Source: an optimization exercise on an open RTL-to-GDS flow (aim: small area, a short achievable clock period and few clock cycles). Production flows keep margins and buffers that such runs may drop.
No run shown here included a check of the RTL's function; only the layout flow was run.
No activity file was given, so power comes from the tool's default toggle rates.

## flow/design.v (module list and top-level ports; edited modules follow where they fit)
// module fp_mult: 1269 lines
// module fa_cell: 6 lines
// module ha_cell: 6 lines
module fp_mult(A, B, clk, reset, C, done, flow);
  // ...
==> flow/flow/run.sh <==
#!/bin/bash
set -o pipefail
export BUFFER_PORTS_ARGS="-buffer_cell sky130_fd_sc_hd__buf_4"
bash standard.sh > standard.log 2>&1
==> flow/standard.sh <==
#!/bin/bash
# synth_recipe.tcl (not shown) runs the flow's synth.tcl, then flattens the netlist and writes it again
# the make line also repeats each setting of config.mk as NAME=value (left out here)
make -C /OpenROAD-flow-scripts/flow DESIGN_CONFIG=/design/flow/config.mk WORK_HOME=/design/flow/orfs CLKGATE_MAP_FILE= SYNTH_SCRIPT=/design/flow/synth_recipe.tcl "${@:-finish}"
==> flow/config.mk <==
export PLATFORM = sky130hd
export DESIGN_NAME = fp_mult
export DESIGN_NICKNAME = fp_mult
export VERILOG_FILES = /design/flow/design.v
export SDC_FILE = /design/flow/constraint.sdc
export NUM_CORES = 4
export LEC_CHECK = 0
export ABC_AREA = 1
export CAP_MARGIN = 20
export CORE_MARGIN = 2
export CORE_UTILIZATION = 40
export SLEW_MARGIN = 20
export SYNTH_HIERARCHICAL = 1
==> flow/constraint.sdc <==
create_clock -name core_clock -period 5.0 [get_ports {clk}]
set_input_delay 1.0000 -clock core_clock [delete_from_list [all_inputs] [get_ports {clk}]]
set_output_delay 1.0000 -clock core_clock [all_outputs]
set_load 0.01 [all_outputs]
==> results.cfg, run 1 <==
[final_layout]
layout.cell_area.non_filler_mm2 = 0.02103
fillCellCount = 4367
antenna-diode-count = 0
seq_share_pct = 11.99
proportion_of_layout_cells_with_a_drive_suffix_above_1_pct = 16.82
final-nonclk-buf-share_pct = 10.20

[global_routing]
global_route_met1_usage_pct = 37.56
first_global_vias = 15679
antenna_violations_before_repair = 0

[route]
detail-route-antenna-nets = 0
final_wirelength_um = 61930
wl_met3_um = 4792

[power]
maxPowerGroup = combinational cells
power.leakage_nw = 9.472
pwr-share-clk_pct = 4.3

[outcome]
status = timing/DRC/antenna clean

[yosys]
synthXorXnorAreaFrac_pct = 14.62
synth.yosys.seq_area_share_pct = 13.90
syn_avg_cell_area_um2 = 8.619
synth.mux.area_fraction_pct = 0.05515

[setup_path]
setup.worst_path.start = r_m[4]$_DFFE_PP_
crit_path_max_incr_delay_ns = 0.49

[sta]
finalCriticalPeriod_ns = 4.863

[clock_tree]
reg_clk_slew_reported_paths_ns = 0.07
postCtsResizedCells = 23

[floorplan]
floorplan.tapcells = 600
die-width_um = 217.0
==> run 2: changes to the inputs <==
--- a/flow/design.v
+++ b/flow/design.v
@@ -642,498 +642,504 @@
     fa_cell u_s598 (.a(s588), .b(s590), .c(s592), .s(s598), .co(c599));
     wire s600, c601;
     fa_cell u_s600 (.a(c575), .b(c577), .c(s594), .s(s600), .co(c601));
     wire s602, c603;
     fa_cell u_s602 (.a(s596), .b(s598), .c(c579), .s(s602), .co(c603));
     wire s604, c605;
     fa_cell u_s604 (.a(c581), .b(s600), .c(s602), .s(s604), .co(c605));
     wire s606, c607;
-    fa_cell u_s606 (.a(pp323), .b(pp25), .c(pp50), .s(s606), .co(c607));
+    ha_cell u_s606 (.a(c583), .b(s604), .s(s606), .co(c607));
     wire s608, c609;
-    fa_cell u_s608 (.a(pp75), .b(pp100), .c(pp125), .s(s608), .co(c609));
+    fa_cell u_s608 (.a(pp323), .b(pp25), .c(pp50), .s(s608), .co(c609));
     wire s610, c611;
-    fa_cell u_s610 (.a(pp150), .b(pp175), .c(pp200), .s(s610), .co(c611));
+    fa_cell u_s610 (.a(pp75), .b(pp100), .c(pp125), .s(s610), .co(c611));
     wire s612, c613;
-    fa_cell u_s612 (.a(pp225), .b(pp250), .c(pp275), .s(s612), .co(c613));
+    fa_cell u_s612 (.a(pp150), .b(pp175), .c(pp200), .s(s612), .co(c613));
     wire s614, c615;
-    fa_cell u_s614 (.a(pp300), .b(c587), .c(c589), .s(s614), .co(c615));
+    fa_cell u_s614 (.a(pp225), .b(pp250), .c(pp275), .s(s614), .co(c615));
     wire s616, c617;
-    fa_cell u_s616 (.a(c591), .b(c593), .c(s606), .s(s616), .co(c617));
+    fa_cell u_s616 (.a(pp300), .b(c587), .c(c589), .s(s616), .co(c617));
     wire s618, c619;
-    fa_cell u_s618 (.a(s608), .b(s610), .c(s612), .s(s618), .co(c619));
+    fa_cell u_s618 (.a(c591), .b(c593), .c(s608), .s(s618), .co(c619));
     wire s620, c621;
-    fa_cell u_s620 (.a(c595), .b(c597), .c(c599), .s(s620), .co(c621));
+    fa_cell u_s620 (.a(s610), .b(s612), .c(s614), .s(s620), .co(c621));
     wire s622, c623;
-    fa_cell u_s622 (.a(s614), .b(s616), .c(s618), .s(s622), .co(c623));
+    fa_cell u_s622 (.a(c595), .b(c597), .c(c599), .s(s622), .co(c623));
     wire s624, c625;
-    fa_cell u_s624 (.a(c601), .b(s620), .c(s622), .s(s624), .co(c625));
+    fa_cell u_s624 (.a(s616), .b(s618), .c(s620), .s(s624), .co(c625));
     wire s626, c627;
-    ha_cell u_s626 (.a(c603), .b(s624), .s(s626), .co(c627));
-    wire s628 = ~(pp324 ^ pp26);
-    wire c629 = pp324 | pp26;
-    wire s630, c631;
-    fa_cell u_s630 (.a(pp51), .b(pp76), .c(pp101), .s(s630), .co(c631));
+    fa_cell u_s626 (.a(c601), .b(s622), .c(s624), .s(s626), .co(c627));
+    wire s628, c629;
+    fa_cell u_s628 (.a(c603), .b(s626), .c(c605), .s(s628), .co(c629));
+    wire s630 = ~(pp324 ^ pp26);
+    wire c631 = pp324 | pp26;
     wire s632, c633;
-    fa_cell u_s632 (.a(pp126), .b(pp151), .c(pp176), .s(s632), .co(c633));
+    fa_cell u_s632 (.a(pp51), .b(pp76), .c(pp101), .s(s632), .co(c633));
     wire s634, c635;
-    fa_cell u_s634 (.a(pp201), .b(pp226), .c(pp251), .s(s634), .co(c635));
+    fa_cell u_s634 (.a(pp126), .b(pp151), .c(pp176), .s(s634), .co(c635));
     wire s636, c637;
-    fa_cell u_s636 (.a(pp276), .b(pp301), .c(s628), .s(s636), .co(c637));
+    fa_cell u_s636 (.a(pp201), .b(pp226), .c(pp251), .s(s636), .co(c637));
     wire s638, c639;
-    fa_cell u_s638 (.a(c607), .b(c609), .c(c611), .s(s638), .co(c639));
+    fa_cell u_s638 (.a(pp276), .b(pp301), .c(s630), .s(s638), .co(c639));
     wire s640, c641;
-    fa_cell u_s640 (.a(c613), .b(s630), .c(s632), .s(s640), .co(c641));
+    fa_cell u_s640 (.a(c609), .b(c611), .c(c613), .s(s640), .co(c641));
     wire s642, c643;
-    fa_cell u_s642 (.a(s634), .b(s636), .c(c615), .s(s642), .co(c643));
+    fa_cell u_s642 (.a(c615), .b(s632), .c(s634), .s(s642), .co(c643));
     wire s644, c645;
-    fa_cell u_s644 (.a(c617), .b(c619), .c(s638), .s(s644), .co(c645));
+    fa_cell u_s644 (.a(s636), .b(s638), .c(c617), .s(s644), .co(c645));
     wire s646, c647;
-    fa_cell u_s646 (.a(s640), .b(c621), .c(s642), .s(s646), .co(c647));
+    fa_cell u_s646 (.a(c619), .b(c621), .c(s640), .s(s646), .co(c647));
     wire s648, c649;
-    fa_cell u_s648 (.a(c623), .b(s644), .c(s646), .s(s648), .co(c649));
-    wire s650 = ~(pp325 ^ c629);
-    wire c651 = pp325 | c629;
+    fa_cell u_s648 (.a(s642), .b(c623), .c(s644), .s(s648), .co(c649));
+    wire s650, c651;
+    fa_cell u_s650 (.a(c625), .b(s646), .c(s648), .s(s650), .co(c651));
     wire s652, c653;
-    fa_cell u_s652 (.a(pp52), .b(pp77), .c(pp102), .s(s652), .co(c653));
-    wire s654, c655;
-    fa_cell u_s654 (.a(pp127), .b(pp152), .c(pp177), .s(s654), .co(c655));
+    ha_cell u_s652 (.a(c627), .b(s650), .s(s652), .co(c653));
+    wire s654 = ~(pp325 ^ c631);
+    wire c655 = pp325 | c631;
     wire s656, c657;
-    fa_cell u_s656 (.a(pp202), .b(pp227), .c(pp252), .s(s656), .co(c657));
+    fa_cell u_s656 (.a(pp52), .b(pp77), .c(pp102), .s(s656), .co(c657));
     wire s658, c659;
-    fa_cell u_s658 (.a(pp277), .b(pp302), .c(c631), .s(s658), .co(c659));
+    fa_cell u_s658 (.a(pp127), .b(pp152), .c(pp177), .s(s658), .co(c659));
     wire s660, c661;
-    fa_cell u_s660 (.a(c633), .b(c635), .c(c637), .s(s660), .co(c661));
+    fa_cell u_s660 (.a(pp202), .b(pp227), .c(pp252), .s(s660), .co(c661));
     wire s662, c663;
-    fa_cell u_s662 (.a(s650), .b(s652), .c(s654), .s(s662), .co(c663));
+    fa_cell u_s662 (.a(pp277), .b(pp302), .c(c633), .s(s662), .co(c663));
     wire s664, c665;
-    fa_cell u_s664 (.a(s656), .b(c639), .c(c641), .s(s664), .co(c665));
+    fa_cell u_s664 (.a(c635), .b(c637), .c(c639), .s(s664), .co(c665));
     wire s666, c667;
-    fa_cell u_s666 (.a(s658), .b(s660), .c(s662), .s(s666), .co(c667));
+    fa_cell u_s666 (.a(s654), .b(s656), .c(s658), .s(s666), .co(c667));
     wire s668, c669;
-    fa_cell u_s668 (.a(c643), .b(c645), .c(s664), .s(s668), .co(c669));
+    fa_cell u_s668 (.a(s660), .b(c641), .c(c643), .s(s668), .co(c669));
     wire s670, c671;
-    fa_cell u_s670 (.a(s666), .b(c647), .c(s668), .s(s670), .co(c671));
+    fa_cell u_s670 (.a(s662), .b(s664), .c(s666), .s(s670), .co(c671));
     wire s672, c673;
-    fa_cell u_s672 (.a(pp326), .b(pp53), .c(pp78), .s(s672), .co(c673));
+    fa_cell u_s672 (.a(c645), .b(c647), .c(s668), .s(s672), .co(c673));
     wire s674, c675;
-    fa_cell u_s674 (.a(pp103), .b(pp128), .c(pp153), .s(s674), .co(c675));
+    fa_cell u_s674 (.a(s670), .b(c649), .c(s672), .s(s674), .co(c675));
     wire s676, c677;
-    fa_cell u_s676 (.a(pp178), .b(pp203), .c(pp228), .s(s676), .co(c677));
+    ha_cell u_s676 (.a(c651), .b(s674), .s(s676), .co(c677));
     wire s678, c679;
-    fa_cell u_s678 (.a(pp253), .b(pp278), .c(pp303), .s(s678), .co(c679));
+    fa_cell u_s678 (.a(pp326), .b(pp53), .c(pp78), .s(s678), .co(c679));
     wire s680, c681;
-    fa_cell u_s680 (.a(c651), .b(c653), .c(c655), .s(s680), .co(c681));
+    fa_cell u_s680 (.a(pp103), .b(pp128), .c(pp153), .s(s680), .co(c681));
     wire s682, c683;
-    fa_cell u_s682 (.a(c657), .b(s672), .c(s674), .s(s682), .co(c683));
+    fa_cell u_s682 (.a(pp178), .b(pp203), .c(pp228), .s(s682), .co(c683));
     wire s684, c685;
-    fa_cell u_s684 (.a(s676), .b(s678), .c(c659), .s(s684), .co(c685));
+    fa_cell u_s684 (.a(pp253), .b(pp278), .c(pp303), .s(s684), .co(c685));
     wire s686, c687;
-    fa_cell u_s686 (.a(c661), .b(c663), .c(s680), .s(s686), .co(c687));
+    fa_cell u_s686 (.a(c655), .b(c657), .c(c659), .s(s686), .co(c687));
     wire s688, c689;
-    fa_cell u_s688 (.a(s682), .b(c665), .c(s684), .s(s688), .co(c689));
+    fa_cell u_s688 (.a(c661), .b(s678), .c(s680), .s(s688), .co(c689));
     wire s690, c691;
-    fa_cell u_s690 (.a(c667), .b(s686), .c(c669), .s(s690), .co(c691));
-    wire s692 = ~(pp327 ^ pp79);
-    wire c693 = pp327 | pp79;
+    fa_cell u_s690 (.a(s682), .b(s684), .c(c663), .s(s690), .co(c691));
+    wire s692, c693;
+    fa_cell u_s692 (.a(c665), .b(c667), .c(s686), .s(s692), .co(c693));
     wire s694, c695;
-    fa_cell u_s694 (.a(pp104), .b(pp129), .c(pp154), .s(s694), .co(c695));
+    fa_cell u_s694 (.a(s688), .b(c669), .c(s690), .s(s694), .co(c695));
     wire s696, c697;
-    fa_cell u_s696 (.a(pp179), .b(pp204), .c(pp229), .s(s696), .co(c697));
+    fa_cell u_s696 (.a(c671), .b(s692), .c(c673), .s(s696), .co(c697));
     wire s698, c699;
-    fa_cell u_s698 (.a(pp254), .b(pp279), .c(pp304), .s(s698), .co(c699));
-    wire s700, c701;
-    fa_cell u_s700 (.a(c673), .b(c675), .c(c677), .s(s700), .co(c701));
+    fa_cell u_s698 (.a(s694), .b(c675), .c(s696), .s(s698), .co(c699));
+    wire s700 = ~(pp327 ^ pp79);
+    wire c701 = pp327 | pp79;
     wire s702, c703;
-    fa_cell u_s702 (.a(c679), .b(s692), .c(s694), .s(s702), .co(c703));
+    fa_cell u_s702 (.a(pp104), .b(pp129), .c(pp154), .s(s702), .co(c703));
     wire s704, c705;
-    fa_cell u_s704 (.a(s696), .b(s698), .c(c681), .s(s704), .co(c705));
+    fa_cell u_s704 (.a(pp179), .b(pp204), .c(pp229), .s(s704), .co(c705));
     wire s706, c707;
-    fa_cell u_s706 (.a(c683), .b(s700), .c(s702), .s(s706), .co(c707));
+    fa_cell u_s706 (.a(pp254), .b(pp279), .c(pp304), .s(s706), .co(c707));
     wire s708, c709;
-    fa_cell u_s708 (.a(c685), .b(s704), .c(c687), .s(s708), .co(c709));
+    fa_cell u_s708 (.a(c679), .b(c681), .c(c683), .s(s708), .co(c709));
     wire s710, c711;
-    fa_cell u_s710 (.a(s706), .b(c689), .c(s708), .s(s710), .co(c711));
+    fa_cell u_s710 (.a(c685), .b(s700), .c(s702), .s(s710), .co(c711));
     wire s712, c713;
-    fa_cell u_s712 (.a(pp328), .b(pp80), .c(pp105), .s(s712), .co(c713));
+    fa_cell u_s712 (.a(s704), .b(s706), .c(c687), .s(s712), .co(c713));
     wire s714, c715;
-    fa_cell u_s714 (.a(pp130), .b(pp155), .c(pp180), .s(s714), .co(c715));
+    fa_cell u_s714 (.a(c689), .b(s708), .c(s710), .s(s714), .co(c715));
     wire s716, c717;
-    fa_cell u_s716 (.a(pp205), .b(pp230), .c(pp255), .s(s716), .co(c717));
+    fa_cell u_s716 (.a(c691), .b(s712), .c(c693), .s(s716), .co(c717));
     wire s718, c719;
-    fa_cell u_s718 (.a(pp280), .b(pp305), .c(c693), .s(s718), .co(c719));
+    fa_cell u_s718 (.a(s714), .b(c695), .c(s716), .s(s718), .co(c719));
     wire s720, c721;
-    fa_cell u_s720 (.a(c695), .b(c697), .c(c699), .s(s720), .co(c721));
+    ha_cell u_s720 (.a(c697), .b(s718), .s(s720), .co(c721));
     wire s722, c723;
-    fa_cell u_s722 (.a(s712), .b(s714), .c(s716), .s(s722), .co(c723));
+    fa_cell u_s722 (.a(pp328), .b(pp80), .c(pp105), .s(s722), .co(c723));
     wire s724, c725;
-    fa_cell u_s724 (.a(c701), .b(c703), .c(s718), .s(s724), .co(c725));
+    fa_cell u_s724 (.a(pp130), .b(pp155), .c(pp180), .s(s724), .co(c725));
     wire s726, c727;
-    fa_cell u_s726 (.a(s720), .b(s722), .c(c705), .s(s726), .co(c727));
+    fa_cell u_s726 (.a(pp205), .b(pp230), .c(pp255), .s(s726), .co(c727));
     wire s728, c729;
-    fa_cell u_s728 (.a(c707), .b(s724), .c(s726), .s(s728), .co(c729));
-    wire s730 = ~(pp329 ^ pp106);
-    wire c731 = pp329 | pp106;
+    fa_cell u_s728 (.a(pp280), .b(pp305), .c(c701), .s(s728), .co(c729));
+    wire s730, c731;
+    fa_cell u_s730 (.a(c703), .b(c705), .c(c707), .s(s730), .co(c731));
     wire s732, c733;
-    fa_cell u_s732 (.a(pp131), .b(pp156), .c(pp181), .s(s732), .co(c733));
+    fa_cell u_s732 (.a(s722), .b(s724), .c(s726), .s(s732), .co(c733));
     wire s734, c735;
-    fa_cell u_s734 (.a(pp206), .b(pp231), .c(pp256), .s(s734), .co(c735));
+    fa_cell u_s734 (.a(c709), .b(c711), .c(s728), .s(s734), .co(c735));
     wire s736, c737;
-    fa_cell u_s736 (.a(pp281), .b(pp306), .c(c713), .s(s736), .co(c737));
+    fa_cell u_s736 (.a(s730), .b(s732), .c(c713), .s(s736), .co(c737));
     wire s738, c739;
-    fa_cell u_s738 (.a(c715), .b(c717), .c(s730), .s(s738), .co(c739));
+    fa_cell u_s738 (.a(c715), .b(s734), .c(s736), .s(s738), .co(c739));
     wire s740, c741;
-    fa_cell u_s740 (.a(s732), .b(s734), .c(c719), .s(s740), .co(c741));
-    wire s742, c743;
-    fa_cell u_s742 (.a(c721), .b(c723), .c(s736), .s(s742), .co(c743));
+    fa_cell u_s740 (.a(c717), .b(s738), .c(c719), .s(s740), .co(c741));
+    wire s742 = ~(pp329 ^ pp106);
+    wire c743 = pp329 | pp106;
     wire s744, c745;
-    fa_cell u_s744 (.a(s738), .b(s740), .c(c725), .s(s744), .co(c745));
+    fa_cell u_s744 (.a(pp131), .b(pp156), .c(pp181), .s(s744), .co(c745));
     wire s746, c747;
-    fa_cell u_s746 (.a(s742), .b(c727), .c(s744), .s(s746), .co(c747));
+    fa_cell u_s746 (.a(pp206), .b(pp231), .c(pp256), .s(s746), .co(c747));
     wire s748, c749;
-    fa_cell u_s748 (.a(pp330), .b(pp107), .c(pp132), .s(s748), .co(c749));
+    fa_cell u_s748 (.a(pp281), .b(pp306), .c(c723), .s(s748), .co(c749));
     wire s750, c751;
-    fa_cell u_s750 (.a(pp157), .b(pp182), .c(pp207), .s(s750), .co(c751));
+    fa_cell u_s750 (.a(c725), .b(c727), .c(s742), .s(s750), .co(c751));
     wire s752, c753;
-    fa_cell u_s752 (.a(pp232), .b(pp257), .c(pp282), .s(s752), .co(c753));
+    fa_cell u_s752 (.a(s744), .b(s746), .c(c729), .s(s752), .co(c753));
     wire s754, c755;
-    fa_cell u_s754 (.a(pp307), .b(c731), .c(c733), .s(s754), .co(c755));
+    fa_cell u_s754 (.a(c731), .b(c733), .c(s748), .s(s754), .co(c755));
     wire s756, c757;
-    fa_cell u_s756 (.a(c735), .b(s748), .c(s750), .s(s756), .co(c757));
+    fa_cell u_s756 (.a(s750), .b(s752), .c(c735), .s(s756), .co(c757));
     wire s758, c759;
-    fa_cell u_s758 (.a(s752), .b(c737), .c(c739), .s(s758), .co(c759));
+    fa_cell u_s758 (.a(s754), .b(c737), .c(s756), .s(s758), .co(c759));
     wire s760, c761;
-    fa_cell u_s760 (.a(s754), .b(s756), .c(c741), .s(s760), .co(c761));
+    ha_cell u_s760 (.a(c739), .b(s758), .s(s760), .co(c761));
     wire s762, c763;
-    fa_cell u_s762 (.a(c743), .b(s758), .c(s760), .s(s762), .co(c763));
-    wire s764 = ~(pp331 ^ pp133);
-    wire c765 = pp331 | pp133;
+    fa_cell u_s762 (.a(pp330), .b(pp107), .c(pp132), .s(s762), .co(c763));
+    wire s764, c765;
+    fa_cell u_s764 (.a(pp157), .b(pp182), .c(pp207), .s(s764), .co(c765));
     wire s766, c767;
-    fa_cell u_s766 (.a(pp158), .b(pp183), .c(pp208), .s(s766), .co(c767));
+    fa_cell u_s766 (.a(pp232), .b(pp257), .c(pp282), .s(s766), .co(c767));
     wire s768, c769;
-    fa_cell u_s768 (.a(pp233), .b(pp258), .c(pp283), .s(s768), .co(c769));
+    fa_cell u_s768 (.a(pp307), .b(c743), .c(c745), .s(s768), .co(c769));
     wire s770, c771;
-    fa_cell u_s770 (.a(pp308), .b(c749), .c(c751), .s(s770), .co(c771));
+    fa_cell u_s770 (.a(c747), .b(s762), .c(s764), .s(s770), .co(c771));
     wire s772, c773;
-    fa_cell u_s772 (.a(c753), .b(s764), .c(s766), .s(s772), .co(c773));
+    fa_cell u_s772 (.a(s766), .b(c749), .c(c751), .s(s772), .co(c773));
     wire s774, c775;
-    fa_cell u_s774 (.a(s768), .b(c755), .c(c757), .s(s774), .co(c775));
+    fa_cell u_s774 (.a(s768), .b(s770), .c(c753), .s(s774), .co(c775));
     wire s776, c777;
-    fa_cell u_s776 (.a(s770), .b(s772), .c(c759), .s(s776), .co(c777));
+    fa_cell u_s776 (.a(c755), .b(s772), .c(s774), .s(s776), .co(c777));
     wire s778, c779;
-    fa_cell u_s778 (.a(s774), .b(c761), .c(s776), .s(s778), .co(c779));
-    wire s780, c781;
-    fa_cell u_s780 (.a(pp332), .b(pp134), .c(pp159), .s(s780), .co(c781));
+    fa_cell u_s778 (.a(c757), .b(s776), .c(c759), .s(s778), .co(c779));
+    wire s780 = ~(pp331 ^ pp133);
+    wire c781 = pp331 | pp133;
     wire s782, c783;
-    fa_cell u_s782 (.a(pp184), .b(pp209), .c(pp234), .s(s782), .co(c783));
+    fa_cell u_s782 (.a(pp158), .b(pp183), .c(pp208), .s(s782), .co(c783));
     wire s784, c785;
-    fa_cell u_s784 (.a(pp259), .b(pp284), .c(pp309), .s(s784), .co(c785));
+    fa_cell u_s784 (.a(pp233), .b(pp258), .c(pp283), .s(s784), .co(c785));
     wire s786, c787;
-    fa_cell u_s786 (.a(c765), .b(c767), .c(c769), .s(s786), .co(c787));
+    fa_cell u_s786 (.a(pp308), .b(c763), .c(c765), .s(s786), .co(c787));
     wire s788, c789;
-    fa_cell u_s788 (.a(s780), .b(s782), .c(s784), .s(s788), .co(c789));
+    fa_cell u_s788 (.a(c767), .b(s780), .c(s782), .s(s788), .co(c789));
     wire s790, c791;
-    fa_cell u_s790 (.a(c771), .b(c773), .c(s786), .s(s790), .co(c791));
+    fa_cell u_s790 (.a(s784), .b(c769), .c(c771), .s(s790), .co(c791));
     wire s792, c793;
-    fa_cell u_s792 (.a(s788), .b(c775), .c(s790), .s(s792), .co(c793));
+    fa_cell u_s792 (.a(s786), .b(s788), .c(c773), .s(s792), .co(c793));
     wire s794, c795;
-    ha_cell u_s794 (.a(c777), .b(s792), .s(s794), .co(c795));
-    wire s796 = ~(pp333 ^ pp160);
-    wire c797 = pp333 | pp160;
+    fa_cell u_s794 (.a(s790), .b(c775), .c(s792), .s(s794), .co(c795));
+    wire s796, c797;
+    fa_cell u_s796 (.a(pp332), .b(pp134), .c(pp159), .s(s796), .co(c797));
     wire s798, c799;
-    fa_cell u_s798 (.a(pp185), .b(pp210), .c(pp235), .s(s798), .co(c799));
+    fa_cell u_s798 (.a(pp184), .b(pp209), .c(pp234), .s(s798), .co(c799));
     wire s800, c801;
-    fa_cell u_s800 (.a(pp260), .b(pp285), .c(pp310), .s(s800), .co(c801));
+    fa_cell u_s800 (.a(pp259), .b(pp284), .c(pp309), .s(s800), .co(c801));
     wire s802, c803;
     fa_cell u_s802 (.a(c781), .b(c783), .c(c785), .s(s802), .co(c803));
     wire s804, c805;
     fa_cell u_s804 (.a(s796), .b(s798), .c(s800), .s(s804), .co(c805));
     wire s806, c807;
     fa_cell u_s806 (.a(c787), .b(c789), .c(s802), .s(s806), .co(c807));
     wire s808, c809;
     fa_cell u_s808 (.a(s804), .b(c791), .c(s806), .s(s808), .co(c809));
-    wire s810, c811;
-    ha_cell u_s810 (.a(c793), .b(s808), .s(s810), .co(c811));
+    wire s810 = ~(pp333 ^ pp160);
+    wire c811 = pp333 | pp160;
     wire s812, c813;
-    fa_cell u_s812 (.a(pp334), .b(pp161), .c(pp186), .s(s812), .co(c813));
+    fa_cell u_s812 (.a(pp185), .b(pp210), .c(pp235), .s(s812), .co(c813));
     wire s814, c815;
-    fa_cell u_s814 (.a(pp211), .b(pp236), .c(pp261), .s(s814), .co(c815));
+    fa_cell u_s814 (.a(pp260), .b(pp285), .c(pp310), .s(s814), .co(c815));
     wire s816, c817;
-    fa_cell u_s816 (.a(pp286), .b(pp311), .c(c797), .s(s816), .co(c817));
+    fa_cell u_s816 (.a(c797), .b(c799), .c(c801), .s(s816), .co(c817));
     wire s818, c819;
-    fa_cell u_s818 (.a(c799), .b(c801), .c(s812), .s(s818), .co(c819));
+    fa_cell u_s818 (.a(s810), .b(s812), .c(s814), .s(s818), .co(c819));
     wire s820, c821;
-    fa_cell u_s820 (.a(s814), .b(c803), .c(c805), .s(s820), .co(c821));
+    fa_cell u_s820 (.a(c803), .b(c805), .c(s816), .s(s820), .co(c821));
     wire s822, c823;
-    fa_cell u_s822 (.a(s816), .b(s818), .c(c807), .s(s822), .co(c823));
+    fa_cell u_s822 (.a(s818), .b(c807), .c(s820), .s(s822), .co(c823));
     wire s824, c825;
-    fa_cell u_s824 (.a(s820), .b(c809), .c(s822), .s(s824), .co(c825));
-    wire s826 = ~(pp335 ^ pp187);
-    wire c827 = pp335 | pp187;
+    fa_cell u_s824 (.a(pp334), .b(pp161), .c(pp186), .s(s824), .co(c825));
+    wire s826, c827;
+    fa_cell u_s826 (.a(pp211), .b(pp236), .c(pp261), .s(s826), .co(c827));
     wire s828, c829;
-    fa_cell u_s828 (.a(pp212), .b(pp237), .c(pp262), .s(s828), .co(c829));
+    fa_cell u_s828 (.a(pp286), .b(pp311), .c(c811), .s(s828), .co(c829));
     wire s830, c831;
-    fa_cell u_s830 (.a(pp287), .b(pp312), .c(c813), .s(s830), .co(c831));
+    fa_cell u_s830 (.a(c813), .b(c815), .c(s824), .s(s830), .co(c831));
     wire s832, c833;
-    fa_cell u_s832 (.a(c815), .b(s826), .c(s828), .s(s832), .co(c833));
+    fa_cell u_s832 (.a(s826), .b(c817), .c(c819), .s(s832), .co(c833));
     wire s834, c835;
-    fa_cell u_s834 (.a(c817), .b(c819), .c(s830), .s(s834), .co(c835));
-    wire s836, c837;
-    fa_cell u_s836 (.a(s832), .b(c821), .c(s834), .s(s836), .co(c837));
+    fa_cell u_s834 (.a(s828), .b(s830), .c(c821), .s(s834), .co(c835));
+    wire s836 = ~(pp335 ^ pp187);
+    wire c837 = pp335 | pp187;
     wire s838, c839;
-    ha_cell u_s838 (.a(c823), .b(s836), .s(s838), .co(c839));
+    fa_cell u_s838 (.a(pp212), .b(pp237), .c(pp262), .s(s838), .co(c839));
     wire s840, c841;
-    fa_cell u_s840 (.a(pp336), .b(pp188), .c(pp213), .s(s840), .co(c841));
+    fa_cell u_s840 (.a(pp287), .b(pp312), .c(c825), .s(s840), .co(c841));
     wire s842, c843;
-    fa_cell u_s842 (.a(pp238), .b(pp263), .c(pp288), .s(s842), .co(c843));
+    fa_cell u_s842 (.a(c827), .b(s836), .c(s838), .s(s842), .co(c843));
     wire s844, c845;
-    fa_cell u_s844 (.a(pp313), .b(c827), .c(c829), .s(s844), .co(c845));
+    fa_cell u_s844 (.a(c829), .b(c831), .c(s840), .s(s844), .co(c845));
     wire s846, c847;
-    fa_cell u_s846 (.a(s840), .b(s842), .c(c831), .s(s846), .co(c847));
+    fa_cell u_s846 (.a(s842), .b(c833), .c(s844), .s(s846), .co(c847));
     wire s848, c849;
-    fa_cell u_s848 (.a(c833), .b(s844), .c(s846), .s(s848), .co(c849));
+    fa_cell u_s848 (.a(pp336), .b(pp188), .c(pp213), .s(s848), .co(c849));
     wire s850, c851;
-    fa_cell u_s850 (.a(c835), .b(s848), .c(c837), .s(s850), .co(c851));
-    wire s852 = ~(pp337 ^ pp214);
-    wire c853 = pp337 | pp214;
+    fa_cell u_s850 (.a(pp238), .b(pp263), .c(pp288), .s(s850), .co(c851));
+    wire s852, c853;
+    fa_cell u_s852 (.a(pp313), .b(c837), .c(c839), .s(s852), .co(c853));
     wire s854, c855;
-    fa_cell u_s854 (.a(pp239), .b(pp264), .c(pp289), .s(s854), .co(c855));
+    fa_cell u_s854 (.a(s848), .b(s850), .c(c841), .s(s854), .co(c855));
     wire s856, c857;
-    fa_cell u_s856 (.a(pp314), .b(c841), .c(c843), .s(s856), .co(c857));
-    wire s858, c859;
-    fa_cell u_s858 (.a(s852), .b(s854), .c(c845), .s(s858), .co(c859));
+    fa_cell u_s856 (.a(c843), .b(s852), .c(s854), .s(s856), .co(c857));
+    wire s858 = ~(pp337 ^ pp214);
+    wire c859 = pp337 | pp214;
     wire s860, c861;
-    fa_cell u_s860 (.a(s856), .b(c847), .c(s858), .s(s860), .co(c861));
+    fa_cell u_s860 (.a(pp239), .b(pp264), .c(pp289), .s(s860), .co(c861));
     wire s862, c863;
-    ha_cell u_s862 (.a(c849), .b(s860), .s(s862), .co(c863));
+    fa_cell u_s862 (.a(pp314), .b(c849), .c(c851), .s(s862), .co(c863));
     wire s864, c865;
-    fa_cell u_s864 (.a(pp338), .b(pp215), .c(pp240), .s(s864), .co(c865));
+    fa_cell u_s864 (.a(s858), .b(s860), .c(c853), .s(s864), .co(c865));
     wire s866, c867;
-    fa_cell u_s866 (.a(pp265), .b(pp290), .c(pp315), .s(s866), .co(c867));
+    fa_cell u_s866 (.a(s862), .b(c855), .c(s864), .s(s866), .co(c867));
     wire s868, c869;
-    fa_cell u_s868 (.a(c853), .b(c855), .c(s864), .s(s868), .co(c869));
+    fa_cell u_s868 (.a(pp338), .b(pp215), .c(pp240), .s(s868), .co(c869));
     wire s870, c871;
-    fa_cell u_s870 (.a(s866), .b(c857), .c(s868), .s(s870), .co(c871));
+    fa_cell u_s870 (.a(pp265), .b(pp290), .c(pp315), .s(s870), .co(c871));
     wire s872, c873;
-    fa_cell u_s872 (.a(c859), .b(s870), .c(c861), .s(s872), .co(c873));
-    wire s874 = ~(pp339 ^ pp241);
-    wire c875 = pp339 | pp241;
+    fa_cell u_s872 (.a(c859), .b(c861), .c(s868), .s(s872), .co(c873));
+    wire s874, c875;
+    fa_cell u_s874 (.a(s870), .b(c863), .c(s872), .s(s874), .co(c875));
     wire s876, c877;
-    fa_cell u_s876 (.a(pp266), .b(pp291), .c(pp316), .s(s876), .co(c877));
-    wire s878, c879;
-    fa_cell u_s878 (.a(c865), .b(c867), .c(s874), .s(s878), .co(c879));
+    ha_cell u_s876 (.a(c865), .b(s874), .s(s876), .co(c877));
+    wire s878 = ~(pp339 ^ pp241);
+    wire c879 = pp339 | pp241;
     wire s880, c881;
-    fa_cell u_s880 (.a(s876), .b(c869), .c(s878), .s(s880), .co(c881));
+    fa_cell u_s880 (.a(pp266), .b(pp291), .c(pp316), .s(s880), .co(c881));
     wire s882, c883;
-    ha_cell u_s882 (.a(c871), .b(s880), .s(s882), .co(c883));
+    fa_cell u_s882 (.a(c869), .b(c871), .c(s878), .s(s882), .co(c883));
     wire s884, c885;
-    fa_cell u_s884 (.a(pp340), .b(pp242), .c(pp267), .s(s884), .co(c885));
+    fa_cell u_s884 (.a(s880), .b(c873), .c(s882), .s(s884), .co(c885));
     wire s886, c887;
-    fa_cell u_s886 (.a(pp292), .b(pp317), .c(c875), .s(s886), .co(c887));
+    ha_cell u_s886 (.a(c875), .b(s884), .s(s886), .co(c887));
     wire s888, c889;
-    fa_cell u_s888 (.a(c877), .b(s884), .c(c879), .s(s888), .co(c889));
+    fa_cell u_s888 (.a(pp340), .b(pp242), .c(pp267), .s(s888), .co(c889));
     wire s890, c891;
-    fa_cell u_s890 (.a(s886), .b(s888), .c(c881), .s(s890), .co(c891));
-    wire s892 = ~(pp341 ^ pp268);
-    wire c893 = pp341 | pp268;
+    fa_cell u_s890 (.a(pp292), .b(pp317), .c(c879), .s(s890), .co(c891));
+    wire s892, c893;
+    fa_cell u_s892 (.a(c881), .b(s888), .c(c883), .s(s892), .co(c893));
     wire s894, c895;
-    fa_cell u_s894 (.a(pp293), .b(pp318), .c(c885), .s(s894), .co(c895));
-    wire s896, c897;
-    fa_cell u_s896 (.a(s892), .b(c887), .c(s894), .s(s896), .co(c897));
+    fa_cell u_s894 (.a(s890), .b(s892), .c(c885), .s(s894), .co(c895));
+    wire s896 = ~(pp341 ^ pp268);
+    wire c897 = pp341 | pp268;
     wire s898, c899;
-    ha_cell u_s898 (.a(c889), .b(s896), .s(s898), .co(c899));
+    fa_cell u_s898 (.a(pp293), .b(pp318), .c(c889), .s(s898), .co(c899));
     wire s900, c901;
-    fa_cell u_s900 (.a(pp342), .b(pp269), .c(pp294), .s(s900), .co(c901));
+    fa_cell u_s900 (.a(s896), .b(c891), .c(s898), .s(s900), .co(c901));
     wire s902, c903;
-    fa_cell u_s902 (.a(pp319), .b(c893), .c(s900), .s(s902), .co(c903));
+    ha_cell u_s902 (.a(c893), .b(s900), .s(s902), .co(c903));
     wire s904, c905;
-    fa_cell u_s904 (.a(c895), .b(s902), .c(c897), .s(s904), .co(c905));
-    wire s906 = ~(pp343 ^ pp295);
-    wire c907 = pp343 | pp295;
+    fa_cell u_s904 (.a(pp342), .b(pp269), .c(pp294), .s(s904), .co(c905));
+    wire s906, c907;
+    fa_cell u_s906 (.a(pp319), .b(c897), .c(s904), .s(s906), .co(c907));
     wire s908, c909;
-    fa_cell u_s908 (.a(pp320), .b(c901), .c(s906), .s(s908), .co(c909));
-    wire s910, c911;
-    ha_cell u_s910 (.a(c903), .b(s908), .s(s910), .co(c911));
+    fa_cell u_s908 (.a(c899), .b(s906), .c(c901), .s(s908), .co(c909));
+    wire s910 = ~(pp343 ^ pp295);
+    wire c911 = pp343 | pp295;
     wire s912, c913;
-    fa_cell u_s912 (.a(pp344), .b(pp296), .c(pp321), .s(s912), .co(c913));
+    fa_cell u_s912 (.a(pp320), .b(c905), .c(s910), .s(s912), .co(c913));
     wire s914, c915;
-    fa_cell u_s914 (.a(c907), .b(s912), .c(c909), .s(s914), .co(c915));
-    wire s916 = ~(pp345 ^ pp322);
-    wire c917 = pp345 | pp322;
+    ha_cell u_s914 (.a(c907), .b(s912), .s(s914), .co(c915));
+    wire s916, c917;
+    fa_cell u_s916 (.a(pp344), .b(pp296), .c(pp321), .s(s916), .co(c917));
     wire s918, c919;
-    ha_cell u_s918 (.a(c913), .b(s916), .s(s918), .co(c919));
-    wire s920 = ~c917;
-    wire c921 = c917;
-    wire g922 = pp27 & pp1;
-    wire p923 = pp27 ^ pp1;
-    wire g924 = pp28 & s346;
-    wire p925 = pp28 ^ s346;
-    wire g926 = c347 & s348;
-    wire p927 = c347 ^ s348;
-    wire g928 = s352 & s350;
-    wire p929 = s352 ^ s350;
-    wire g930 = s354 & s356;
-    wire p931 = s354 ^ s356;
-    wire g932 = s362 & s360;
-    wire p933 = s362 ^ s360;
-    wire g934 = s366 & s368;
-    wire p935 = s366 ^ s368;
-    wire g936 = c369 & s376;
-    wire p937 = c369 ^ s376;
-    wire g938 = s382 & s384;
-    wire p939 = s382 ^ s384;
-    wire g940 = s392 & s394;
-    wire p941 = s392 ^ s394;
-    wire g942 = c395 & s404;
-    wire p943 = c395 ^ s404;
-    wire g944 = c405 & s416;
-    wire p945 = c405 ^ s416;
-    wire g946 = s426 & s428;
-    wire p947 = s426 ^ s428;
-    wire g948 = c429 & s442;
-    wire p949 = c429 ^ s442;
-    wire g950 = c443 & s456;
-    wire p951 = c443 ^ s456;
-    wire g952 = c457 & s472;
-    wire p953 = c457 ^ s472;
-    wire g954 = c473 & s488;
-    wire p955 = c473 ^ s488;
-    wire g956 = c489 & s506;
-    wire p957 = c489 ^ s506;
-    wire g958 = s522 & s524;
-    wire p959 = s522 ^ s524;
-    wire g960 = c525 & s544;
-    wire p961 = c525 ^ s544;
-    wire g962 = c545 & s564;
-    wire p963 = c545 ^ s564;
-    wire G964 = 1'b0 | (pp2 & g922);
-    wire P965 = 1'b0;
-    wire G966 = g924 | (p925 & G964);
-    wire P967 = 1'b0;
-    wire G968 = g926 | (p927 & G966);
+    fa_cell u_s918 (.a(c911), .b(s916), .c(c913), .s(s918), .co(c919));
+    wire s920 = ~(pp345 ^ pp322);
+    wire c921 = pp345 | pp322;
+    wire s922, c923;
+    ha_cell u_s922 (.a(c917), .b(s920), .s(s922), .co(c923));
+    wire s924 = ~c921;
+    wire c925 = c921;
+    wire g926 = pp27 & pp1;
+    wire p927 = pp27 ^ pp1;
+    wire g928 = pp28 & s346;
+    wire p929 = pp28 ^ s346;
+    wire g930 = c347 & s348;
+    wire p931 = c347 ^ s348;
+    wire g932 = s352 & s350;
+    wire p933 = s352 ^ s350;
+    wire g934 = s354 & s356;
+    wire p935 = s354 ^ s356;
+    wire g936 = s362 & s360;
+    wire p937 = s362 ^ s360;
+    wire g938 = s366 & s368;
+    wire p939 = s366 ^ s368;
+    wire g940 = c369 & s376;
+    wire p941 = c369 ^ s376;
+    wire g942 = s382 & s384;
+    wire p943 = s382 ^ s384;
+    wire g944 = s392 & s394;
+    wire p945 = s392 ^ s394;
+    wire g946 = c395 & s404;
+    wire p947 = c395 ^ s404;
+    wire g948 = c405 & s416;
+    wire p949 = c405 ^ s416;
+    wire g950 = s426 & s428;
+    wire p951 = s426 ^ s428;
+    wire g952 = c429 & s442;
+    wire p953 = c429 ^ s442;
+    wire g954 = c443 & s456;
+    wire p955 = c443 ^ s456;
+    wire g956 = c457 & s472;
+    wire p957 = c457 ^ s472;
+    wire g958 = c473 & s488;
+    wire p959 = c473 ^ s488;
+    wire g960 = c489 & s506;
+    wire p961 = c489 ^ s506;
+    wire g962 = s522 & s524;
+    wire p963 = s522 ^ s524;
+    wire g964 = c525 & s544;
+    wire p965 = c525 ^ s544;
+    wire g966 = c545 & s564;
+    wire p967 = c545 ^ s564;
+    wire G968 = 1'b0 | (pp2 & g926);
     wire P969 = 1'b0;
     wire G970 = g928 | (p929 & G968);
     wire P971 = 1'b0;
     wire G972 = g930 | (p931 & G970);
     wire P973 = 1'b0;
     wire G974 = g932 | (p933 & G972);
     wire P975 = 1'b0;
     wire G976 = g934 | (p935 & G974);
     wire P977 = 1'b0;
     wire G978 = g936 | (p937 & G976);
     wire P979 = 1'b0;
     wire G980 = g938 | (p939 & G978);
     wire P981 = 1'b0;
     wire G982 = g940 | (p941 & G980);
     wire P983 = 1'b0;
-    wire G984 = g944 | (p945 & g942);
-    wire P985 = p945 & p943;
-    wire G986 = G984 | (P985 & G982);
+    wire G984 = g942 | (p943 & G982);
+    wire P985 = 1'b0;
+    wire G986 = g944 | (p945 & G984);
     wire P987 = 1'b0;
-    wire G988 = g946 | (p947 & G986);
-    wire P989 = 1'b0;
-    reg [74:0] r_m;           
+    wire G988 = g948 | (p949 & g946);
+    wire P989 = p949 & p947;
+    reg [77:0] r_m;           
     reg [8:0] r_esum;
     reg r_sign;
     reg r_done;
     always @(posedge clk) begin
         if (reset) begin
-            r_m <= {s564, c545, s544, c525, s524, s522, s506, c489, s488, c473, s472, c457, s456, c443, s442, c429, P989, G988, s920, c919, c915, s918, s914, c911, c905, s910, s904, c899, c891, s898, s890, c883, c873, s882, s872, c863, c851, s862, s850, c839, c825, s838, s824, c811, s810, c795, c779, s794, s778, c763, c747, s762, c745, s746, c729, c711, s728, c709, s710, c691, s690, c671, s688, s670, c649, s648, c627, c625, c605, s626, c585, s604, c583, s584, c565};
+            r_m <= {s564, c545, s544, c525, s524, s522, s506, c489, s488, c473, s472, c457, s456, c443, s442, c429, s428, s426, P989, G988, P987, G986, s924, c923, c919, s922, s918, c915, c909, s914, s908, c903, c895, s902, s894, c887, s886, c877, c867, s876, s866, c857, c847, s856, c845, s846, c835, s834, c823, s832, s822, c809, c795, s808, c793, c779, s794, c777, s778, c761, c741, s760, s740, c721, c699, s720, s698, c677, s676, c653, c629, s652, s628, c607, c585, s606, s584, c565};
             r_esum <= {1'b0, A[30:23]} + {1'b0, B[30:23]};
             r_sign <= A[31] ^ B[31];
             r_done <= 1'b1;
         end
     end
     wire s990, c991;
     ha_cell u_s990 (.a(r_m[0]), .b(r_m[1]), .s(s990), .co(c991));
     wire s992, c993;
-    fa_cell u_s992 (.a(r_m[2]), .b(r_m[3]), .c(r_m[4]), .s(s992), .co(c993));
+    ha_cell u_s992 (.a(r_m[2]), .b(r_m[3]), .s(s992), .co(c993));
     wire s994, c995;
-    ha_cell u_s994 (.a(r_m[5]), .b(r_m[6]), .s(s994), .co(c995));
+    ha_cell u_s994 (.a(r_m[4]), .b(r_m[5]), .s(s994), .co(c995));
     wire s996, c997;
-    fa_cell u_s996 (.a(r_m[7]), .b(r_m[8]), .c(r_m[9]), .s(s996), .co(c997));
+    ha_cell u_s996 (.a(r_m[6]), .b(r_m[7]), .s(s996), .co(c997));
     wire s998, c999;
-    ha_cell u_s998 (.a(r_m[10]), .b(r_m[11]), .s(s998), .co(c999));
+    ha_cell u_s998 (.a(r_m[8]), .b(r_m[9]), .s(s998), .co(c999));
     wire s1000, c1001;
-    fa_cell u_s1000 (.a(r_m[12]), .b(r_m[13]), .c(r_m[14]), .s(s1000), .co(c1001));
+    ha_cell u_s1000 (.a(r_m[10]), .b(r_m[11]), .s(s1000), .co(c1001));
     wire s1002, c1003;
-    ha_cell u_s1002 (.a(r_m[15]), .b(r_m[16]), .s(s1002), .co(c1003));
+    ha_cell u_s1002 (.a(r_m[12]), .b(r_m[13]), .s(s1002), .co(c1003));
     wire s1004, c1005;
-    fa_cell u_s1004 (.a(r_m[17]), .b(r_m[18]), .c(r_m[19]), .s(s1004), .co(c1005));
+    ha_cell u_s1004 (.a(r_m[14]), .b(r_m[15]), .s(s1004), .co(c1005));
     wire s1006, c1007;
-    ha_cell u_s1006 (.a(r_m[20]), .b(r_m[21]), .s(s1006), .co(c1007));
+    ha_cell u_s1006 (.a(r_m[16]), .b(r_m[17]), .s(s1006), .co(c1007));
     wire s1008, c1009;
-    fa_cell u_s1008 (.a(r_m[22]), .b(r_m[23]), .c(r_m[24]), .s(s1008), .co(c1009));
+    ha_cell u_s1008 (.a(r_m[18]), .b(r_m[19]), .s(s1008), .co(c1009));
     wire s1010, c1011;
-    ha_cell u_s1010 (.a(r_m[25]), .b(r_m[26]), .s(s1010), .co(c1011));
+    fa_cell u_s1010 (.a(r_m[20]), .b(r_m[21]), .c(r_m[22]), .s(s1010), .co(c1011));
     wire s1012, c1013;
-    ha_cell u_s1012 (.a(r_m[27]), .b(r_m[28]), .s(s1012), .co(c1013));
+    fa_cell u_s1012 (.a(r_m[23]), .b(r_m[24]), .c(r_m[25]), .s(s1012), .co(c1013));
     wire s1014, c1015;
-    ha_cell u_s1014 (.a(r_m[29]), .b(r_m[30]), .s(s1014), .co(c1015));
+    ha_cell u_s1014 (.a(r_m[26]), .b(r_m[27]), .s(s1014), .co(c1015));
     wire s1016, c1017;
-    ha_cell u_s1016 (.a(r_m[31]), .b(r_m[32]), .s(s1016), .co(c1017));
+    fa_cell u_s1016 (.a(r_m[28]), .b(r_m[29]), .c(r_m[30]), .s(s1016), .co(c1017));
     wire s1018, c1019;
-    ha_cell u_s1018 (.a(r_m[33]), .b(r_m[34]), .s(s1018), .co(c1019));
+    ha_cell u_s1018 (.a(r_m[31]), .b(r_m[32]), .s(s1018), .co(c1019));
     wire s1020, c1021;
-    ha_cell u_s1020 (.a(r_m[35]), .b(r_m[36]), .s(s1020), .co(c1021));
+    fa_cell u_s1020 (.a(r_m[33]), .b(r_m[34]), .c(r_m[35]), .s(s1020), .co(c1021));
     wire s1022, c1023;
-    ha_cell u_s1022 (.a(r_m[37]), .b(r_m[38]), .s(s1022), .co(c1023));
+    ha_cell u_s1022 (.a(r_m[36]), .b(r_m[37]), .s(s1022), .co(c1023));
     wire s1024, c1025;
-    ha_cell u_s1024 (.a(r_m[39]), .b(r_m[40]), .s(s1024), .co(c1025));
+    ha_cell u_s1024 (.a(r_m[38]), .b(r_m[39]), .s(s1024), .co(c1025));
     wire s1026, c1027;
-    ha_cell u_s1026 (.a(r_m[41]), .b(r_m[42]), .s(s1026), .co(c1027));
+    ha_cell u_s1026 (.a(r_m[40]), .b(r_m[41]), .s(s1026), .co(c1027));
     wire s1028, c1029;
-    ha_cell u_s1028 (.a(r_m[43]), .b(r_m[44]), .s(s1028), .co(c1029));
+    ha_cell u_s1028 (.a(r_m[42]), .b(r_m[43]), .s(s1028), .co(c1029));
     wire s1030, c1031;
-    ha_cell u_s1030 (.a(r_m[45]), .b(r_m[46]), .s(s1030), .co(c1031));
+    ha_cell u_s1030 (.a(r_m[44]), .b(r_m[45]), .s(s1030), .co(c1031));
     wire s1032, c1033;
-    ha_cell u_s1032 (.a(r_m[47]), .b(r_m[48]), .s(s1032), .co(c1033));
+    ha_cell u_s1032 (.a(r_m[46]), .b(r_m[47]), .s(s1032), .co(c1033));
     wire s1034, c1035;
-    ha_cell u_s1034 (.a(r_m[49]), .b(r_m[50]), .s(s1034), .co(c1035));
+    ha_cell u_s1034 (.a(r_m[48]), .b(r_m[49]), .s(s1034), .co(c1035));
     wire s1036, c1037;
-    ha_cell u_s1036 (.a(r_m[51]), .b(r_m[52]), .s(s1036), .co(c1037));
+    ha_cell u_s1036 (.a(r_m[50]), .b(r_m[51]), .s(s1036), .co(c1037));
     wire s1038, c1039;
-    ha_cell u_s1038 (.a(r_m[53]), .b(r_m[54]), .s(s1038), .co(c1039));
+    ha_cell u_s1038 (.a(r_m[52]), .b(r_m[53]), .s(s1038), .co(c1039));
     wire s1040, c1041;
-    ha_cell u_s1040 (.a(r_m[55]), .b(r_m[56]), .s(s1040), .co(c1041));
-    wire g1042 = r_m[59] & r_m[60];
-    wire p1043 = r_m[59] ^ r_m[60];
-    wire g1044 = r_m[61] & r_m[62];
-    wire p1045 = r_m[61] ^ r_m[62];
-    wire g1046 = r_m[63] & r_m[64];
-    wire p1047 = r_m[63] ^ r_m[64];
-    wire g1048 = r_m[65] & r_m[66];
-    wire p1049 = r_m[65] ^ r_m[66];
-    wire g1050 = r_m[67] & r_m[68];
-    wire p1051 = r_m[67] ^ r_m[68];
-    wire g1052 = r_m[69] & r_m[70];
-    wire p1053 = r_m[69] ^ r_m[70];
-    wire g1054 = r_m[71] & r_m[72];
-    wire p1055 = r_m[71] ^ r_m[72];
-    wire g1056 = r_m[73] & r_m[74];
-    wire p1057 = r_m[73] ^ r_m[74];
-    wire G1058 = g1042 | (p1043 & r_m[57]);
-    wire P1059 = 1'b0;
-    wire G1060 = g1046 | (p1047 & g1044);
-    wire P1061 = p1047 & p1045;
-    wire G1062 = g1050 | (p1051 & g1048);
-    wire P1063 = p1051 & p1049;
-    wire G1064 = g1054 | (p1055 & g1052);
-    wire P1065 = p1055 & p1053;
-    wire G1066 = G1060 | (P1061 & G1058);
-    wire P1067 = 1'b0;
-    wire G1068 = G1064 | (P1065 & G1062);
-    wire P1069 = P1065 & P1063;
-    wire G1070 = G1068 | (P1069 & G1066);
-    wire P1071 = 1'b0;
-    wire G1072 = g1056 | (p1057 & G1070);
+    ha_cell u_s1040 (.a(r_m[54]), .b(r_m[55]), .s(s1040), .co(c1041));
+    wire g1042 = r_m[60] & r_m[61];
+    wire p1043 = r_m[60] ^ r_m[61];
+    wire g1044 = r_m[62] & r_m[63];
+    wire p1045 = r_m[62] ^ r_m[63];
+    wire g1046 = r_m[64] & r_m[65];
+    wire p1047 = r_m[64] ^ r_m[65];
+    wire g1048 = r_m[66] & r_m[67];
+    wire p1049 = r_m[66] ^ r_m[67];
+    wire g1050 = r_m[68] & r_m[69];
+    wire p1051 = r_m[68] ^ r_m[69];
+    wire g1052 = r_m[70] & r_m[71];
+    wire p1053 = r_m[70] ^ r_m[71];
+    wire g1054 = r_m[72] & r_m[73];
+    wire p1055 = r_m[72] ^ r_m[73];
+    wire g1056 = r_m[74] & r_m[75];
+    wire p1057 = r_m[74] ^ r_m[75];
+    wire g1058 = r_m[76] & r_m[77];
+    wire p1059 = r_m[76] ^ r_m[77];
+    wire G1060 = r_m[58] | (r_m[59] & r_m[56]);
+    wire P1061 = 1'b0;
+    wire G1062 = g1042 | (p1043 & G1060);
+    wire P1063 = 1'b0;
+    wire G1064 = g1046 | (p1047 & g1044);
+    wire P1065 = p1047 & p1045;
+    wire G1066 = g1050 | (p1051 & g1048);
+    wire P1067 = p1051 & p1049;
+    wire G1068 = g1054 | (p1055 & g1052);
+    wire P1069 = p1055 & p1053;
+    wire G1070 = g1058 | (p1059 & g1056);
+    wire P1071 = p1059 & p1057;
+    wire G1072 = G1064 | (P1065 & G1062);
     wire P1073 = 1'b0;
-    wire cin = G1072;
-    wire [25:0] r_a = {c1039, c1037, c1035, c1033, c1031, c1029, c1027, c1025, c1023, c1021, c1019, c1017, c1015, c1013, c1011, s1010, c1007, s1006, c1003, s1002, c999, s998, c995, s994, c991, s990};
-    wire [24:0] r_b = {s1040, s1038, s1036, s1034, s1032, s1030, s1028, s1026, s1024, s1022, s1020, s1018, s1016, s1014, s1012, c1009, s1008, c1005, s1004, c1001, s1000, c997, s996, c993, s992};
+    wire G1074 = G1068 | (P1069 & G1066);
+    wire P1075 = P1069 & P1067;
+    wire G1076 = G1074 | (P1075 & G1072);
+    wire P1077 = 1'b0;
+    wire G1078 = G1070 | (P1071 & G1076);
+    wire P1079 = 1'b0;
+    wire cin = G1078;
+    wire [25:0] r_a = {c1039, c1037, c1035, c1033, c1031, c1029, c1027, c1025, c1023, s1022, c1019, s1018, c1015, s1014, c1011, c1009, c1007, c1005, c1003, c1001, c999, c997, c995, c993, c991, s990};
+    wire [24:0] r_b = {s1040, s1038, s1036, s1034, s1032, s1030, s1028, s1026, s1024, c1021, s1020, c1017, s1016, c1013, s1012, s1010, s1008, s1006, s1004, s1002, s1000, s998, s996, s994, s992};
     wire [24:0] xa = r_a[25:1];
     wire [24:0] xb = r_b;
     wire [24:0] gg = xa & xb;
     wire [24:0] pp = xa ^ xb;
     wire G0_1 = gg[1] | (pp[1] & gg[0]);
     wire P0_1 = pp[1] & pp[0];
     wire G0_3 = gg[3] | (pp[3] & gg[2]);
     wire P0_3 = pp[3] & pp[2];
==> results.cfg, run 2 <==
[sta]
slew_violations = 0
postLayoutSetupSlackWorst_ns = 0.1716
final.hold.worst_slack_ns = 0.9229
timing.fmax_mhz = 207.1
worstMarginPinSlew_ns = 0.7008
report.final.setup_viol = 0
finalCriticalPeriod_ns = 4.828
relSlewSlack_pct = 53.28
period_share_pct = 96.57
finalHoldViolations = 0

[global_routing]
wire_length_of_the_first_global_routing_pass_um = 92030
antenna_violations_before_repair = 0
globalRouteTotalUtil_pct = 24.97
first_global_vias = 15909
gr-total-overflow = 0
grt_start_max_net_pins = 50

[floorplan]
die-width_um = 219.0
floorplan.rows = 78
start_util_pct = 40.66
die_height_um = 219.0
die_footprint_mm2 = 0.04797
floorplan.core_area_mm2 = 0.04548
boundaryPins = 101

[final_layout]
largest_register_ffs = 77
largest_regs = r_m x77, r_esum x9, r_sign x1
commonest_non_fill_non_tap_cell_in_the_layout = sky130_fd_sc_hd__nand2_1
finalNetCount = 2710
proportion_of_layout_cells_with_a_drive_suffix_above_1_pct = 17.52
area_growth_syn_to_layout_pct = 15.47
layout.cell_area.non_filler_mm2 = 0.02135
fillCellCount = 4445
multi_input_comb_area_mm2 = 0.01456
ff_latch_area_mm2 = 0.002613
layout.cells.most_common_list = 309 x sky130_fd_sc_hd__nand2_1, 295 x sky130_fd_sc_hd__xor2_1, 266 x sky130_fd_sc_hd__buf_4, 263 x sky130_fd_sc_hd__o22ai_1, 255 x sky130_fd_sc_hd__fa_1
registers.top_by_ff_count = r_m
finish.utilization_pct = 46.95
antenna-diode-count = 0

[outcome]
status = timing/DRC/antenna clean

[yosys]
synth_cell_types = 43
synth.net_count = 2570
synth_top_cells_by_area = sky130_fd_sc_hd__fa_1 28%, sky130_fd_sc_hd__edfxtp_1 14%, sky130_fd_sc_hd__xor2_1 14%, sky130_fd_sc_hd__o22ai_1 8.9%, sky130_fd_sc_hd__ha_1 8.6%
synth_top_flop_cell = sky130_fd_sc_hd__edfxtp_1
async_flop_share_pct = 0
syn_avg_cell_area_um2 = 8.719
synth_top_cell_by_area = sky130_fd_sc_hd__fa_1
yosysWarningCount = 7
synthCells = 2121
synth_edf_count = 87
synth_top_cell_area_share_pct = 27.71
synth_commonest_cells = 311 x sky130_fd_sc_hd__nand2_1, 295 x sky130_fd_sc_hd__xor2_1, 263 x sky130_fd_sc_hd__o22ai_1
synth_seq_cells = 87
synth.yosys.seq_area_share_pct = 14.13
library_cell_with_the_highest_instance_count_after_synthesis = sky130_fd_sc_hd__nand2_1
post_synth_instance_area_mm2 = 0.01849

[clock_tree]
clock_tree.root_cell = sky130_fd_sc_hd__clkbuf_16
reg_clk_slew_reported_paths_ns = 0.08
cts_max_level = 3
cts_tree = built
cts.hold.buffers_added = 0
maximum_clock_path_buffer_count = 2
cts-buffers-inserted = 9
numClockSinks = 87

[route]
final_wirelength_um = 59120
route.met2.wl_um = 26960
remaining_routing_drc_violations = 0
dr.pass1.iters = 7
detail-route-antenna-nets = 0
routed_wire_length_per_instance_um = 20.63
top_layer_used = met4
drt_iter0_markers = 1362
wl_met3_um = 3754
route.vias.total = 15947
m1WireLength_um = 26430
viasPerCell = 5.564

[placed_design]
dpl_worst_slack_ns = -0.1958
gpl.final_weighted_congestion = 0.9618
placed_instance_area_mm2 = 0.02082
detailed_place_hpwl_um = 48170
port_buffer_count = 99

[run]
cap_violations = 0

[setup_path]
path_max_fanout = 8
critPathKind = flip-flop to output pin
setup.worst_path.start = r_m[16]$_DFFE_PP_
timing.critical_path.arrival_ns = 3.83
critPathCaptureType = output pin
crit_path_start_kind = flip-flop
required_ns = 4.00

[power]
p_total_w = 0.01725
ir_drop_mv = 0.7615
power.density_cell_area_mw_per_mm2 = 808.1
power.leakage_nw = 9.632

[worst_hold_path]
worstHoldStart = A[31]
holdCritPathClass = primary input to flip-flop
[run 2: changes by cell type after synthesis, sizes merged, moves of 5 or more]
| cell | change |
|---|---|
| nand4 | +7 |
| nand2 | -23 |
| xnor2 | +6 |
| o211ai | +7 |
| or2 | +6 |
| a21oi | -24 |
| o22ai | -5 |
| nor2 | -5 |
| xor2 | -7 |
| o21ai | -9 |
| a31oi | +5 |
| nand3 | +48 |
[run 2: cell families after synthesis]
logic type      Yosys count  share of synthesized area [%]
simple gates            549                          13.19
compound gates          422                          13.85
fa+ha+maj               383                          36.31
mux                       4                         0.2165
flops                    87                          14.13
buf+inv                 373                          7.990
other cells               1                        0.02028
xor+xnor                302                          14.30
[run 2: routing by layer]
layer	global-route usage [%]	vias to the layer above
met5	0	-
met4	8.649	0
met3	2.814	89
met2	39.99	691
met1	35.07	7798
li1	-	7369
[run 2: critical path, stage by stage, from the launching register on]
cell and delay, ns:
sky130_fd_sc_hd__edfxtp_1 0.45, sky130_fd_sc_hd__ha_1 0.38, sky130_fd_sc_hd__ha_1 0.40, sky130_fd_sc_hd__nand2_2 0.13, sky130_fd_sc_hd__inv_2 0.03, sky130_fd_sc_hd__a21oi_1 0.22, sky130_fd_sc_hd__nand2_4 0.13, sky130_fd_sc_hd__nand2_2 0.10
sky130_fd_sc_hd__nand2_4 0.10, sky130_fd_sc_hd__nand2_4 0.10, sky130_fd_sc_hd__nand3_1 0.10, sky130_fd_sc_hd__nand2_1 0.16, sky130_fd_sc_hd__nand2_2 0.15, sky130_fd_sc_hd__nand4_1 0.17, sky130_fd_sc_hd__nand2_1 0.11, sky130_fd_sc_hd__nor2_4 0.14
sky130_fd_sc_hd__buf_4 0.20, sky130_fd_sc_hd__nand3_1 0.09, sky130_fd_sc_hd__nand2_1 0.14, sky130_fd_sc_hd__buf_4 0.15
[run 2: layout make-up]
cell class | instances | share of cell area [%]
clock buffer | 10 | 1.072
clock inverter | 6 | 0.3985
inverter | 219 | 3.867
multi-input combinational | 1662 | 68.17
sequential | 87 | 12.23
tap | 600 | 3.516
timing repair buffer | 282 | 10.74
[run 2: timing repair]
| action | in CTS | in global routing |
|---|---|---|
| resized for setup | 1 | 27 |
| setup buffers | 0 | 7 |
| endpoints found under the setup margin | 1 | 34 |
| pin swaps | 0 | 10 |
| gates cloned | 0 | 1 |
[run 2: through the flow]
step / instances / setup TNS [ns]
after floorplan: 2121 / 0
after global routing: 2866 / -0.04356
final: 2866 / 0
after global placement: 2842 / -0.3440
after CTS: 2858 / 0
after detailed placement: 2842 / -1.215
[run 2: path summary, 6_finish.rpt]
kind	to	slack [ns]	cells past startpoint
setup / recovery	C[29]	0.17	19
hold / removal	r_sign$_DFFE_PP_	0.92	2
[run 2: per-module statistics from Yosys, one instance, submodules excluded]
module	cells inside	flops+latches	cell area [um2]	copies in the design
ha_cell	1	0	12.51	52
fa_cell	1	0	20.02	250
fp_mult	1819	87	12840	1
[run 2: report_power, final]
group	internal, W	switching, W
combinational	0.00597	0.00864
sequential	0.00175	0.000147
clock	0.000436	0.000307

==> re-timing with driven ports <==
No port has a modelled driver above. Below, the same layouts with a new extraction and two added sets of constraints. Step 1 (the two cells are an assumption about what drives the block):
set clk [get_ports {clk}]
set_driving_cell -lib_cell sky130_fd_sc_hd__clkbuf_16 $clk
set_driving_cell -lib_cell sky130_fd_sc_hd__buf_2 [delete_from_list [all_inputs] $clk]
Step 2 adds t to the input delays and takes it off the output delays; t is the mean of the earliest and latest rising clock arrival at the registers after step 1. Input paths then give back, and output paths get back, about the clock's delay inside the block. a / b / c = no drivers / after step 1 / after step 2; a / b = the first two.
run | shift t [ns] | setup slack, ns | worst register clock-pin slew, ns | worst data-port slew with drivers (ns) | cell pins on the clock port's net
run 1 | 0.415 | 0.137 / 0.088 / -0.116 | 0.07 / 0.07 | 0.04 | 1
run 2 | 0.417 | 0.172 / 0.121 / -0.202 | 0.08 / 0.08 | 0.06 | 1
Met with ideal ports but missed after step 2: setup timing in run 1 and run 2. The setup slack of run 2, which loses most, moves by -0.051 ns with the drivers and by -0.374 ns with both steps.
